This is an optimization exercise on Yosys and OpenROAD, whose aim is small area and a short achievable clock period, not a production implementation.
RTL that was checked went through simulation tests only; none was proved equivalent to the original.
Power and IR drop assume default switching activity.

Design cordic, start of the top module:
module cordic (
    input wire signed [31:0] angle,
    input wire clk, reset,
    output wire signed [31:0] x, y
);
clock: 5.0 ns
lec_check: 0
abc_area: 1
cap_margin: 20
core_margin: 2
core_utilization: 60
cts_buf_list: sky130_fd_sc_hd__clkbuf_4 sky130_fd_sc_hd__clkbuf_8
setup_slack_margin: 2.9
slew_margin: 20
tns_end_percent: 100
standard.sh (not shown) runs the stock make flow with config.mk's settings and CLKGATE_MAP_FILE= SYNTH_SCRIPT=/design/flow/synth_recipe.tcl, a recipe that flattens the netlist after the stock synthesis.
==> flow/flow/run.sh <==
#!/bin/bash
# Standard ORFS layout, except that the port buffers are plain buffers
# (buf_1) instead of the delay cells buffer_ports picks by default.
set -euo pipefail
export BUFFER_PORTS_ARGS="-buffer_cell sky130_fd_sc_hd__buf_1"
bash standard.sh finish > flow_standard.log 2>&1
The baseline produced a clean layout.
Change:
- GPL_TIMING_DRIVEN: not set -> 0
- TNS_END_PERCENT: 100 -> not set
What happened: The changed run ran to the end with no violations. Worst hold slack gets worse by 0.015 ns. Power is about the same. Global-route usage rose by 3.6 points. Sequential cell count does not change. Die area is unchanged. Register-to-register slack gets worse by 0.14 ns. Non-clock buffer count rose by 61. Design area rose by 15%. Worst setup slack gets worse by 0.14 ns. Wire length rose by 27%.
Change:
- GPL_TIMING_DRIVEN: 0 -> not set
- SETUP_SLACK_MARGIN: 2.9 -> 2.85
Global-route usage fell by 3.6 points.
Total power hardly moves.
Worst setup slack is better by 0.11 ns.
Clock power rose slightly.
Routed wire length fell by about a fifth.
Synthesized cell count stays the same.
Die area is unchanged.
Core utilization fell by 10 points.
Count of clock-buffer cells in the layout fell by 1.
Worst hold slack is better by 0.016 ns.
First-iteration DRC count fell by well over a third.
Change:
==> flow/flow/run.sh (replaced) <==
#!/bin/bash
# Standard ORFS layout, except that the port buffers are plain buffers
# (buf_2) instead of the delay cells buffer_ports picks by default.
set -euo pipefail
export BUFFER_PORTS_ARGS="-buffer_cell sky130_fd_sc_hd__buf_2"
bash standard.sh finish > flow_standard.log 2>&1
- ABC_AREA: 1 -> not set
- SETUP_SLACK_MARGIN: 2.85 -> 2.7
Area after synthesis falls by 0.42%.
Routed wire length came out higher by 2.4%.
Utilization is higher by 4.5 points.
Via count is lower by 6.5%.
Non-clock buffer count rises by 9.
Final cell count shrinks by 14%.
Total power came out higher by 1.5%.
Cell area came out higher by 6.4%.
Change:
==> flow/flow/run.sh (replaced) <==
#!/bin/bash
# Standard ORFS layout, except that the port buffers are plain buffers
# (buf_1) instead of the delay cells buffer_ports picks by default.
set -euo pipefail
export BUFFER_PORTS_ARGS="-buffer_cell sky130_fd_sc_hd__buf_1"
bash standard.sh finish > flow_standard.log 2>&1
- ABC_AREA: not set -> 1
- CAP_MARGIN: 20 -> 0
- SETUP_SLACK_MARGIN: 2.7 -> 2.9
- SLEW_MARGIN: 20 -> 0
Effect:
- The changed run ran to the end with no violations
- sequential share of layout area went up by 2.1 points
- design area goes down by a few percent
- cell count goes up by about a fifth
- synthesized cell count goes up by about a fifth
Change:
- CAP_MARGIN: 0 -> 10
- SLEW_MARGIN: 0 -> 10
After rerunning:
- The new run passed the timing, design-rule and antenna checks
- wire length does not change
- total power does not change
- sequential power is about the same
- worst setup slack is unchanged
- design area does not change

========
## north
cordic, a different RTL version from the one above (not shown whole).
Size: ~0.0045 mm² of cells after synthesis.
// cordic
module cordic (
    input wire signed [31:0] angle,
    input wire clk, reset,
    output wire signed [31:0] x, y
);
reg [2:0] vcnt;
always @(posedge clk)
    if (reset) vcnt <= 3'd0;
    else if (vcnt != 3'd7) vcnt <= vcnt + 3'd1;
wire [15:0] lo = angle[15:0];
wire [12:0] zo;
wire lo_lt16387 = (~lo[15] & ~lo[14]) | (~lo[15] & lo[14] & ~lo[13] & ~lo[12] & ~lo[11] & ~lo[10] & ~lo[9] & ~lo[8] & ~lo[7] & ~lo[6] & ~lo[5] & ~lo[4] & ~lo[3] & ~lo[2] & ~lo[1]) | (~lo[15] & lo[14] & ~lo[13] & ~lo[12] & ~lo[11] & ~lo[10] & ~lo[9] & ~lo[8] & ~lo[7] & ~lo[6] & ~lo[5] & ~lo[4] & ~lo[3] & ~lo[2] & lo[1] & ~lo[0]);
wire lo_lt32769 = (~lo[15]) | (lo[15] & ~lo[14] & ~lo[13] & ~lo[12] & ~lo[11] & ~lo[10] & ~lo[9] & ~lo[8] & ~lo[7] & ~lo[6] & ~lo[5] & ~lo[4] & ~lo[3] & ~lo[2] & ~lo[1] & ~lo[0]);
wire lo_lt49152 = (~lo[15]) | (lo[15] & ~lo[14]);
  ...
==> flow/config.mk <==
export PLATFORM = sky130hd
export DESIGN_NAME = cordic
export DESIGN_NICKNAME = cordic
export VERILOG_FILES = /design/flow/design.v
export SDC_FILE = /design/flow/constraint.sdc
export NUM_CORES = 4
export LEC_CHECK = 0
export ABC_AREA = 1
export CAP_MARGIN = 20
export CORE_MARGIN = 2
export CORE_UTILIZATION = 60
export CTS_BUF_LIST = sky130_fd_sc_hd__clkbuf_4 sky130_fd_sc_hd__clkbuf_8
export SETUP_SLACK_MARGIN = 2.7
export SLEW_MARGIN = 20
==> flow/constraint.sdc <==
create_clock -name core_clock -period 5.0 [get_ports {clk}]
set_input_delay 1.0000 -clock core_clock [delete_from_list [all_inputs] [get_ports {clk}]]
set_output_delay 1.0000 -clock core_clock [all_outputs]
set_load 0.01 [all_outputs]
==> flow/flow/run.sh <==
#!/bin/bash
# Standard ORFS layout with two changes:
#  - after the standard synthesis, the combinational logic is re-mapped for
#    area by yosys/abc (flow/reopt.ys.in, flow/reopt.abc); the registers,
#    their names and cell types are kept as the standard synthesis made them;
#  - the port buffers are plain buf_1 cells instead of the delay cells
#    buffer_ports picks by default.
set -euo pipefail
export BUFFER_PORTS_ARGS="-buffer_cell sky130_fd_sc_hd__buf_1"
R=orfs/results/${FLOW_PLATFORM}/cordic/base
LIB=$FLOW_HOME/platforms/sky130hd/lib/sky130_fd_sc_hd__tt_025C_1v80.lib
YOSYS=$FLOW_HOME/../tools/install/yosys/bin/yosys
[ -x "$YOSYS" ] || YOSYS=yosys
bash standard.sh synth > flow_synth.log 2>&1
cp $R/1_2_yosys.v std_synth.v
sed -e "s#LIBFILE#$LIB#g" -e "s#INFILE#std_synth.v#" -e "s#OUTFILE#reopt.v#" flow/reopt.ys.in > reopt.ys
$YOSYS -s reopt.ys > flow_reopt.log 2>&1
cp reopt.v $R/1_2_yosys.v
bash standard.sh finish > flow_standard.log 2>&1
==> flow/flow/reopt.abc <==
strash
dch -f
map -a
mfs2
strash
dch -f
map -a
topo
stime -c
Other scripts of this flow, unchanged in this note and not shown: flow/flow/reopt.ys.in
#### Input delta (south over north)
==> flow/flow/reopt.abc <==
strash
dch
map -B 0.9
topo
stime -c
buffer -c
upsize -c
dnsize -c
==> notes.md <==
The critical path depth of south is lower than that of north.
| final critical path time including I/O delays and setup | south vs north | better |
Looking at signed area change from the synthesized netlist to the final layout, south sits 9.3 points lower than north does.
Against north, south reports a net total in the final layout that is higher.
south vs north, worst setup path endpoint: x[17] vs d_1[1]$_DFF_P_
Summary of south over north: sequential standard cell area now smaller, ratio of final minimum period to clock period now smaller, post-layout worst setup margin now larger, cell count now larger.
south: sequential fraction of total cell area lower than north
Per the comparison of south with north, critical path data required time shows a reduction of 1.31 ns; sum of routed wire length over all layers went up about 8%.
Function was not checked in any run of this note: the RTL went through the layout flow alone.

========
cordic, a different RTL version from the one above (not shown whole).
Size: ~99 flip-flops, ~98 I/O pins, about 5300 um2 of cells after synthesis.
clock: 5.0 ns
lec_check: 0
cap_margin: 20
core_margin: 2
core_utilization: 60
cts_buf_list: sky130_fd_sc_hd__clkbuf_4 sky130_fd_sc_hd__clkbuf_8
setup_slack_margin: 2.7
slew_margin: 20
==> flow/flow/run.sh <==
#!/bin/bash
# Standard ORFS layout, except that the port buffers are plain buffers
# (buf_2) instead of the delay cells buffer_ports picks by default.
set -euo pipefail
export BUFFER_PORTS_ARGS="-buffer_cell sky130_fd_sc_hd__buf_2"
bash standard.sh finish > flow_standard.log 2>&1
The first run ran to the end with no violations.
Then changed:
- ABC_AREA: default -> 1
Outcome: Clock power goes down by a few percent. First-iteration DRC count climbs by well over a third. Worst setup slack is better by 160 ps. Total power falls slightly. Cell count rose by about a fifth. Clock skew increases by 4.9 ps.
Then changed:
- ABC_AREA: 1 -> default
- CORE_UTILIZATION: 60 -> 40
- CTS_BUF_LIST: sky130_fd_sc_hd__clkbuf_4 sky130_fd_sc_hd__clkbuf_8 -> default
Setup slack degrades by 200 ps; via count came out lower by 9.7%; sequential share of layout area came out lower by 1.1 points; non-clock buffer count came out higher by 7; hold slack hardly moves; final area came out higher by 3.5%; clock-buffer cell count came out higher by 1; die area came out higher by 42%; synthesized area came out lower by 4.0%; clock power came out higher by 52%; sequential power came out higher by about 1%.

========
== P ==
Another version of the RTL of cordic (not shown whole).
Size in the first run: ~680 cells after synthesis.
export LEC_CHECK = 0
export ABC_AREA = 1
export CAP_MARGIN = 20
export CORE_MARGIN = 2
export CORE_UTILIZATION = 60
export CTS_BUF_LIST = sky130_fd_sc_hd__clkbuf_4 sky130_fd_sc_hd__clkbuf_8
export SETUP_SLACK_MARGIN = 2.85
export SLEW_MARGIN = 20
create_clock -name core_clock -period 5.0 [get_ports {clk}]
==> flow/flow/run.sh <==
#!/bin/bash
# Standard ORFS layout, except that the port buffers are plain buffers
# (buf_1) instead of the delay cells buffer_ports picks by default.
set -euo pipefail
export BUFFER_PORTS_ARGS="-buffer_cell sky130_fd_sc_hd__buf_1"
bash standard.sh finish > flow_standard.log 2>&1
P: all stages complete, timing, DRC and antenna checks passed
[inputs] R vs P
- SETUP_SLACK_MARGIN now 2.7, was 2.85
==> flow/flow/run.sh <==
#!/bin/bash
# Standard ORFS layout, except that the port buffers are plain buffers
# (buf_2) instead of the delay cells buffer_ports picks by default.
set -euo pipefail
export BUFFER_PORTS_ARGS="-buffer_cell sky130_fd_sc_hd__buf_2"
bash standard.sh finish > flow_standard.log 2>&1
Findings:
| power share of the clock group | lower: P |
Taking P as the reference point, the clock-buffer cell count of R rises by 1.
As far as area of the mapped netlist goes, P and R are indistinguishable; the numbers are identical.
Relative to P, HPWL after detailed placement has gone down in R.
[compare] base=P new=R: area used by sequential logic in the layout went down, total power divided by cell area went up, number of fill cells in the layout went down.
Taking P as the reference, in R maximum frequency decreased by 4.0% relative to the old numbers, global-route wire length before repair decreased by about 1.7% relative to the old numbers.
Function was not checked in any run of this note: the RTL went through the layout flow alone.

## port drivers added, routing unchanged
No port has a modelled driver above. Below, the same layouts with a new extraction and two added sets of constraints. Step 1 (the two cells are an assumption about what drives the block):
set clk [get_ports {clk}]
set_driving_cell -lib_cell sky130_fd_sc_hd__clkbuf_16 $clk
set_driving_cell -lib_cell sky130_fd_sc_hd__buf_2 [delete_from_list [all_inputs] $clk]
Step 2 times the ports against the registers' clock, not the clock port: input delays grow and output delays shrink by t, the midpoint of the rising clock arrivals with the driver on. a / b / c = no drivers / after step 1 / after step 2; a / b = the first two.
run | t, ns | slack for setup (ns) | clock arrival spread, ns
the first run of note 1 | 0.386 | 2.994 / 2.964 / 2.664 | 0.014 / 0.014
the second run of note 1 | 0.390 | 2.853 / 2.823 / 2.623 | 0.016 / 0.016
the third run of note 1 | 0.386 | 2.962 / 2.962 / 2.663 | 0.012 / 0.011
the fourth run of note 1 | 0.391 | 2.572 / 2.554 / 2.163 | 0.009 / 0.009
the fifth run of note 1 | 0.386 | 2.994 / 2.964 / 2.664 | 0.014 / 0.014
the sixth run of note 1 | 0.386 | 2.994 / 2.964 / 2.664 | 0.014 / 0.014
north | 0.405 | 2.413 / 2.419 / 2.014 | 0.008 / 0.007
south | 0.400 | 2.895 / 2.861 / 2.539 | 0.019 / 0.019
the first run of note 3 | 0.394 | 2.656 / 2.668 / 2.275 | 0.015 / 0.015
the second run of note 3 | 0.388 | 2.816 / 2.816 / 2.565 | 0.020 / 0.020
the third run of note 3 | 0.378 | 2.613 / 2.634 / 2.256 | 0.008 / 0.008
P | 0.375 | 2.916 / 2.916 / 2.637 | 0.020 / 0.020
R | 0.384 | 2.830 / 2.830 / 2.682 | 0.019 / 0.019
After both steps every run listed still meets setup and hold. For the fourth run of note 1, which loses most, drivers alone change the setup slack by -0.018 ns; drivers and shift together by -0.409 ns.
